What follows belongs to an exercise in optimizing a design on an open flow for small area; a production flow would make more cautious choices.
Only simulation tests tie the RTL to the original design; equivalence was not proved.
No activity file was given, so power comes from the tool's default toggle rates.

Setup of run 1:
## dpc_5x5
module dpc_5x5(
	input			clk,
	input			reset_n,
	input			bayer_format,
	input	[7:0]	i_dpc_threshold,
	input	[2:0]	i_video_syn,
	input	[7:0]	i_data_r0,
	input	[7:0]	i_data_r1,
	input	[7:0]	i_data_r2,
	input	[7:0]	i_data_r3,
	input	[7:0]	i_data_r4,
	output	[2:0]	o_video_sync,
	output	[7:0]	o_data
);
Size in the first run: ~330 flip-flops, ~65 I/O pins, about 13000 sq um of cells after synthesis.
==> flow/config.mk <==
export PLATFORM = sky130hd
export DESIGN_NAME = dpc_5x5
export DESIGN_NICKNAME = dpc_5x5
export VERILOG_FILES = /design/flow/design.v
export SDC_FILE = /design/flow/constraint.sdc
export NUM_CORES = 4
export LEC_CHECK = 0
export ABC_AREA = 1
export CAP_MARGIN = 20
export CORE_MARGIN = 2
export CORE_UTILIZATION = 40
export CTS_CLUSTER_DIAMETER = 100
export CTS_CLUSTER_SIZE = 30
export GPL_TIMING_DRIVEN = 0
export SLEW_MARGIN = 20
==> flow/constraint.sdc <==
create_clock -name core_clock -period 3.5 [get_ports {clk}]
set_input_delay 0.7000 -clock core_clock [delete_from_list [all_inputs] [get_ports {clk}]]
set_output_delay 0.7000 -clock core_clock [all_outputs]
set_load 0.01 [all_outputs]
run.sh (not shown) runs the stock make flow with config.mk's settings and CLKGATE_MAP_FILE= SYNTH_SCRIPT=/design/flow/synth_recipe.tcl, a recipe that flattens the netlist after the stock synthesis.
Input-level comparison between run 2 and run 1:
- GPL_TIMING_DRIVEN: 0 -> unset
Results
Diff run 2 and run 1: net switching power figure lower in run 2
From run 1 to run 2 the numbers moved as follows: clock-buffer cell count climbed 2, worst path buffer plus inverter count climbed 2.
On detailed-routed wire length on met3: between run 2 and run 1, it ends up lower for run 2.
On routability congestion estimate from global placement: between run 2 and run 1, it ends up higher for run 2.
Going from run 1 to run 2, signal arrival time at the worst endpoint shrinks by 0.03 ns.
Per the comparison of run 2 with run 1, sum of net half-perimeters after detailed placement lost 1.7%, count of inverters not on the clock network in the layout climbed about 0.43%, least setup slack across all paths after layout now larger, number of placed cells counting well taps roughly the same.
Changes in run 3 relative to run 2:
- CTS_CLUSTER_SIZE: 30 -> unset
- CTS_CLUSTER_DIAMETER: 100 -> unset
--- outcome ---
- Diff run 2..run 3 | number of stages on the worst setup path | unchanged
- The run showing the smaller post-CTS clock slew at the launch and capture registers of the worst setup and hold paths is run 3.
- Switching power as a share of total power came out lower on run 3 than on run 2.

---

## v54
Another version of the RTL of dpc_5x5 (not shown whole).
Size in the first run: ~1200 cells after synthesis, about 65 I/O pins, ~0.011 mm² of cells after synthesis.
clock: 3.5 ns
lec_check: 0
abc_area: 1
cap_margin: 20
core_margin: 2
core_utilization: 65
cts_cluster_diameter: 100
cts_cluster_size: 30
slew_margin: 20
standard.sh (not shown) runs the stock make flow with config.mk's settings and CLKGATE_MAP_FILE= SYNTH_SCRIPT=/design/flow/synth_recipe.tcl, a recipe that flattens the netlist after the stock synthesis.
==> flow/flow/run.sh <==
#!/bin/bash
# Layout flow: the standard synthesis, then the combinational logic of
# the synthesised netlist is mapped again (remap.tcl); registers are left
# exactly as the standard synthesis made them. The re-mapped netlist is used
# only if Yosys proves it equivalent to the standard one (check.tcl). The
# rest is the standard layout (floorplan to finish), with the port buffers
# made of the smallest buffer cell and a clock tree without dummy loads.
# Each tool writes its own log here.
set -euo pipefail
R=orfs/results/${FLOW_PLATFORM}/dpc_5x5/base

# 1. standard synthesis
bash standard.sh synth > log_synth.txt 2>&1

# 2. map the combinational logic again, keep it if proven equivalent
cp "$R/1_2_yosys.v" log_1_2_yosys_standard.v
if yosys -c flow/remap.tcl > log_remap.txt 2>&1 && yosys -c flow/check.tcl > log_check.txt 2>&1; then
	echo "re-mapped netlist proven equivalent; using it" > log_choice.txt
	cp remap_out.v "$R/1_2_yosys.v"
	rm -f "$R/1_synth.odb" "$R/1_synth.sdc"
else
	echo "re-mapped netlist not used; keeping the standard netlist" > log_choice.txt
fi

# 3. the rest of the standard layout
bash standard.sh "BUFFER_PORTS_ARGS=-buffer_cell sky130_fd_sc_hd__buf_1" "CTS_ARGS=-sink_clustering_enable -repair_clock_nets -sink_clustering_size 30 -sink_clustering_max_diameter 100 -dont_use_dummy_load" finish > log_layout.txt 2>&1
==> flow/flow/remap.abc <==
strash
dc2
dch
map -D 2100
topo
stime -c
buffer -c
upsize -c
dnsize -c
==> flow/flow/remap.tcl <==
# Map the combinational part of the standard synthesis netlist again: the
# adder cells that synthesis extracted are dissolved into plain logic and
# ABC maps all logic between the registers again (a dc2 rewrite, then a
# mapping for area under a 2.1 ns required time, then the sizing steps of
# the standard synthesis script),
# with its delay target and constraints. Flip-flops are
# kept as cells (same names and types); only the logic between them changes.
yosys -import
set lib $::env(FLOW_HOME)/platforms/$::env(FLOW_PLATFORM)/lib/sky130_fd_sc_hd__tt_025C_1v80.lib
set top $::env(FLOW_TOP)
set net orfs/results/$::env(FLOW_PLATFORM)/dpc_5x5/base/1_2_yosys.v

read_liberty -ignore_miss_func $lib
read_verilog $net
hierarchy -top $top
# keep every sequential cell as it is
setattr -mod -set keep_hierarchy 1 sky130_fd_sc_hd__df* sky130_fd_sc_hd__edf* sky130_fd_sc_hd__sdf* sky130_fd_sc_hd__dl* sky130_fd_sc_hd__sdl*
flatten
opt_clean
stat -liberty $lib

set dont_use {}
foreach c {probe_p_8 probec_p_8 lpflow_*} { lappend dont_use -dont_use sky130_fd_sc_hd__$c }
abc -script flow/remap.abc -liberty $lib {*}$dont_use -constr flow/abc.constr -D [expr {int($::env(FLOW_PERIOD_NS) * 1000)}]
opt_clean -purge
stat -liberty $lib
select $top
write_verilog -noattr -noexpr -nohex -nodec -selected remap_out.v
Other scripts of this flow, unchanged in this note and not shown: flow/flow/abc.constr, flow/flow/check.tcl
## Diff of input files: v3 against v54
--- a/flow/flow/run.sh
+++ b/flow/flow/run.sh
@@ -5,5 +5,6 @@
 # only if Yosys proves it equivalent to the standard one (check.tcl). The
 # rest is the standard layout (floorplan to finish), with the port buffers
-# made of the smallest buffer cell and a clock tree without dummy loads.
+# made of the smallest buffer cell and a clock tree of clkbuf_8 cells in
+# clusters of up to 18 sinks, without dummy loads.
 # Each tool writes its own log here.
 set -euo pipefail
@@ -24,3 +25,3 @@
 
 # 3. the rest of the standard layout
-bash standard.sh "BUFFER_PORTS_ARGS=-buffer_cell sky130_fd_sc_hd__buf_1" "CTS_ARGS=-sink_clustering_enable -repair_clock_nets -sink_clustering_size 30 -sink_clustering_max_diameter 100 -dont_use_dummy_load" finish > log_layout.txt 2>&1
+bash standard.sh "BUFFER_PORTS_ARGS=-buffer_cell sky130_fd_sc_hd__buf_1" "CTS_ARGS=-sink_clustering_enable -repair_clock_nets -sink_clustering_size 18 -sink_clustering_max_diameter 80 -dont_use_dummy_load -buf_list sky130_fd_sc_hd__clkbuf_8" finish > log_layout.txt 2>&1
--- a/flow/config.mk
+++ b/flow/config.mk
@@ -7,8 +7,6 @@
 export LEC_CHECK = 0
 export ABC_AREA = 1
-export CAP_MARGIN = 20
+export CAP_MARGIN = 0
 export CORE_MARGIN = 2
-export CORE_UTILIZATION = 65
-export CTS_CLUSTER_DIAMETER = 100
-export CTS_CLUSTER_SIZE = 30
-export SLEW_MARGIN = 20
+export CORE_UTILIZATION = 55
+export SLEW_MARGIN = 0
[summary]
- The run showing the greater switching share of total power is v54.
- In the tables for v54 and v3, global-route wire length before repair reads lower with v3.
- Per the comparison of v3 with v54, slack of the critical path up 0.080 ns; detailed-route via count shrank by 265; cell internal power dissipation went down by about 3.5%; part of the power in the clock network went down 1.3 points.
The inputs of v15 differ from those of v3 as listed below.
--- a/flow/config.mk
+++ b/flow/config.mk
@@ -7,6 +7,7 @@
 export LEC_CHECK = 0
 export ABC_AREA = 1
-export CAP_MARGIN = 0
+export CAP_MARGIN = 20
 export CORE_MARGIN = 2
 export CORE_UTILIZATION = 55
-export SLEW_MARGIN = 0
+export GPL_TIMING_DRIVEN = 0
+export SLEW_MARGIN = 20
==> comparison <==
- v15 did not stop at any stage, and its layout met the timing, DRC and antenna checks.
- Between v15 and v3, total power is lower for v3, v15 comes in above that.
- Going from v3 to v15, wire length of the first global-routing pass now sits higher; achievable clock frequency now sits higher; clock group share of total power now sits lower; wire length now sits higher; logic gate share of total power now sits higher.
- Final worst-path cycle share was higher in the run labelled v3.
- Total number of sequential cells: v3 vs v15, no meaningful difference
- Leakage power of the design, v15 and v3, higher one = v3.
- Between v15 and v3, the relative area change from synthesis to final layout is higher for v15.
- NOTE: number of inserted filler cells in the final layout in v15 exceeds that of v3
### v15 -> v21
--- a/flow/flow/run.sh
+++ b/flow/flow/run.sh
@@ -5,6 +5,5 @@
 # only if Yosys proves it equivalent to the standard one (check.tcl). The
 # rest is the standard layout (floorplan to finish), with the port buffers
-# made of the smallest buffer cell and a clock tree of clkbuf_8 cells in
-# clusters of up to 18 sinks, without dummy loads.
+# made of the smallest buffer cell and a clock tree without dummy loads.
 # Each tool writes its own log here.
 set -euo pipefail
--- a/flow/config.mk
+++ b/flow/config.mk
@@ -10,4 +10,5 @@
 export CORE_MARGIN = 2
 export CORE_UTILIZATION = 55
-export GPL_TIMING_DRIVEN = 0
+export CTS_CLUSTER_DIAMETER = 100
+export CTS_CLUSTER_SIZE = 30
 export SLEW_MARGIN = 20
==> comparison <==
- Going from v15 to v21, the power per unit of standard cell area was found to have gone down by 1.3%.
- v15 → v21: number of rows in the core area shows no meaningful change; fmax shows a reduction of 1.1%; relative slew slack shows a reduction of 14 points; final cell count shows an increase of 9.
- Between v15 and v21, register share of the cell area is higher for v21, v15 comes in under that.
- For v21, the critical path's slowest cell was dfxtp_1, unlike v15, where it was dfxtp_4.
- Compare v15 and v21 | final design instance area without fill lower: v21
For v34, these inputs were changed with respect to v21:
--- a/flow/flow/run.sh
+++ b/flow/flow/run.sh
@@ -5,5 +5,6 @@
 # only if Yosys proves it equivalent to the standard one (check.tcl). The
 # rest is the standard layout (floorplan to finish), with the port buffers
-# made of the smallest buffer cell and a clock tree without dummy loads.
+# made of the smallest buffer cell and a clock tree of clkbuf_8 cells in
+# clusters of up to 18 sinks, without dummy loads.
 # Each tool writes its own log here.
 set -euo pipefail
--- a/flow/config.mk
+++ b/flow/config.mk
@@ -9,6 +9,4 @@
 export CAP_MARGIN = 20
 export CORE_MARGIN = 2
-export CORE_UTILIZATION = 55
-export CTS_CLUSTER_DIAMETER = 100
-export CTS_CLUSTER_SIZE = 30
+export CORE_UTILIZATION = 48
 export SLEW_MARGIN = 20
--- outcome ---
Compare v34 and v21 | number of core rows lower: v21. v34 has more setup slack than v21. Of v34 and v21, the higher detailed-route wire length on metal 1 belongs to v34. Final worst-path cycle share: v34 vs v21 down 0.26 points.
The following lists how v10 was set up differently from v34:
--- a/flow/flow/run.sh
+++ b/flow/flow/run.sh
@@ -5,6 +5,5 @@
 # only if Yosys proves it equivalent to the standard one (check.tcl). The
 # rest is the standard layout (floorplan to finish), with the port buffers
-# made of the smallest buffer cell and a clock tree of clkbuf_8 cells in
-# clusters of up to 18 sinks, without dummy loads.
+# made of the smallest buffer cell and a clock tree without dummy loads.
 # Each tool writes its own log here.
 set -euo pipefail
@@ -25,3 +24,3 @@
 
 # 3. the rest of the standard layout
-bash standard.sh "BUFFER_PORTS_ARGS=-buffer_cell sky130_fd_sc_hd__buf_1" "CTS_ARGS=-sink_clustering_enable -repair_clock_nets -sink_clustering_size 18 -sink_clustering_max_diameter 80 -dont_use_dummy_load -buf_list sky130_fd_sc_hd__clkbuf_8" finish > log_layout.txt 2>&1
+bash standard.sh "BUFFER_PORTS_ARGS=-buffer_cell sky130_fd_sc_hd__buf_1" "CTS_ARGS=-sink_clustering_enable -repair_clock_nets -sink_clustering_size 30 -sink_clustering_max_diameter 100 -dont_use_dummy_load" finish > log_layout.txt 2>&1
==> flow/flow/remap.abc <==
strash
dc2
dch
map -D 1800
topo
stime -c
buffer -c
upsize -c
dnsize -c
--- a/flow/flow/remap.tcl
+++ b/flow/flow/remap.tcl
@@ -2,5 +2,5 @@
 # adder cells that synthesis extracted are dissolved into plain logic and
 # ABC maps all logic between the registers again (a dc2 rewrite, then a
-# mapping for area under a 2.1 ns required time, then the sizing steps of
+# mapping for area under a 1.8 ns required time, then the sizing steps of
 # the standard synthesis script),
 # with its delay target and constraints. Flip-flops are
--- a/flow/config.mk
+++ b/flow/config.mk
@@ -9,4 +9,6 @@
 export CAP_MARGIN = 20
 export CORE_MARGIN = 2
-export CORE_UTILIZATION = 48
+export CORE_UTILIZATION = 55
+export CTS_CLUSTER_DIAMETER = 100
+export CTS_CLUSTER_SIZE = 30
 export SLEW_MARGIN = 20
## What came out
- v10 has all-layer global routing usage above what v34 had.
- v10 gives less post-synthesis to final-layout area growth than v34 did.
- d0[1] as the endpoint of the worst setup timing path was reported by v34, and d0[0] by v10.
- Per the comparison of v10 with v34, routed wire length has increased; number of non-clock buffers has decreased; via count of the routed design has increased; number of gates resized after cts has increased; cell count has remained practically unchanged.

port drivers added, routing unchanged:
In the flow no input, the clock included, has a driving cell. The finished layouts below were timed again as built, in two steps. Step 1, drivers: a clkbuf_16 drives clk and a buf_2 each remaining input, both assumed. Step 2 times the ports against the registers' clock, not the clock port: input delays grow and output delays shrink by t, the midpoint of the rising clock arrivals with the driver on. Slacks: ideal ports / drivers / drivers and shift; pairs: ideal ports / drivers.
run	shift t [ns]	slack for setup (ns)	worst setup path after step 2	worst register clock-pin slew, ns	cell pins on the clock port's net
run 1	0.567	0.076 / 0.076 / 0.076	register to register	0.11 / 0.11	1
run 2	0.561	0.170 / 0.170 / 0.170	register to register	0.11 / 0.11	1
run 3	0.561	0.180 / 0.180 / 0.180	register to register	0.06 / 0.06	1
v54	0.531	0.103 / 0.103 / -0.065	input to register	0.11 / 0.11	1
v3	0.582	0.183 / 0.183 / 0.009	input to register	0.12 / 0.12	1
v15	0.574	0.219 / 0.219 / -0.084	input to register	0.11 / 0.11	1
v21	0.582	0.183 / 0.183 / 0.009	input to register	0.12 / 0.12	1
v34	0.575	0.192 / 0.192 / 0.023	input to register	0.12 / 0.12	1
v10	0.514	0.155 / 0.155 / 0.155	register to register	0.11 / 0.11	1
With both steps, setup timing fails in v54 and v15, where it was met with ideal ports. The setup slack of v15, which loses most, moves by 0.000 ns with the drivers and by -0.303 ns with both steps.
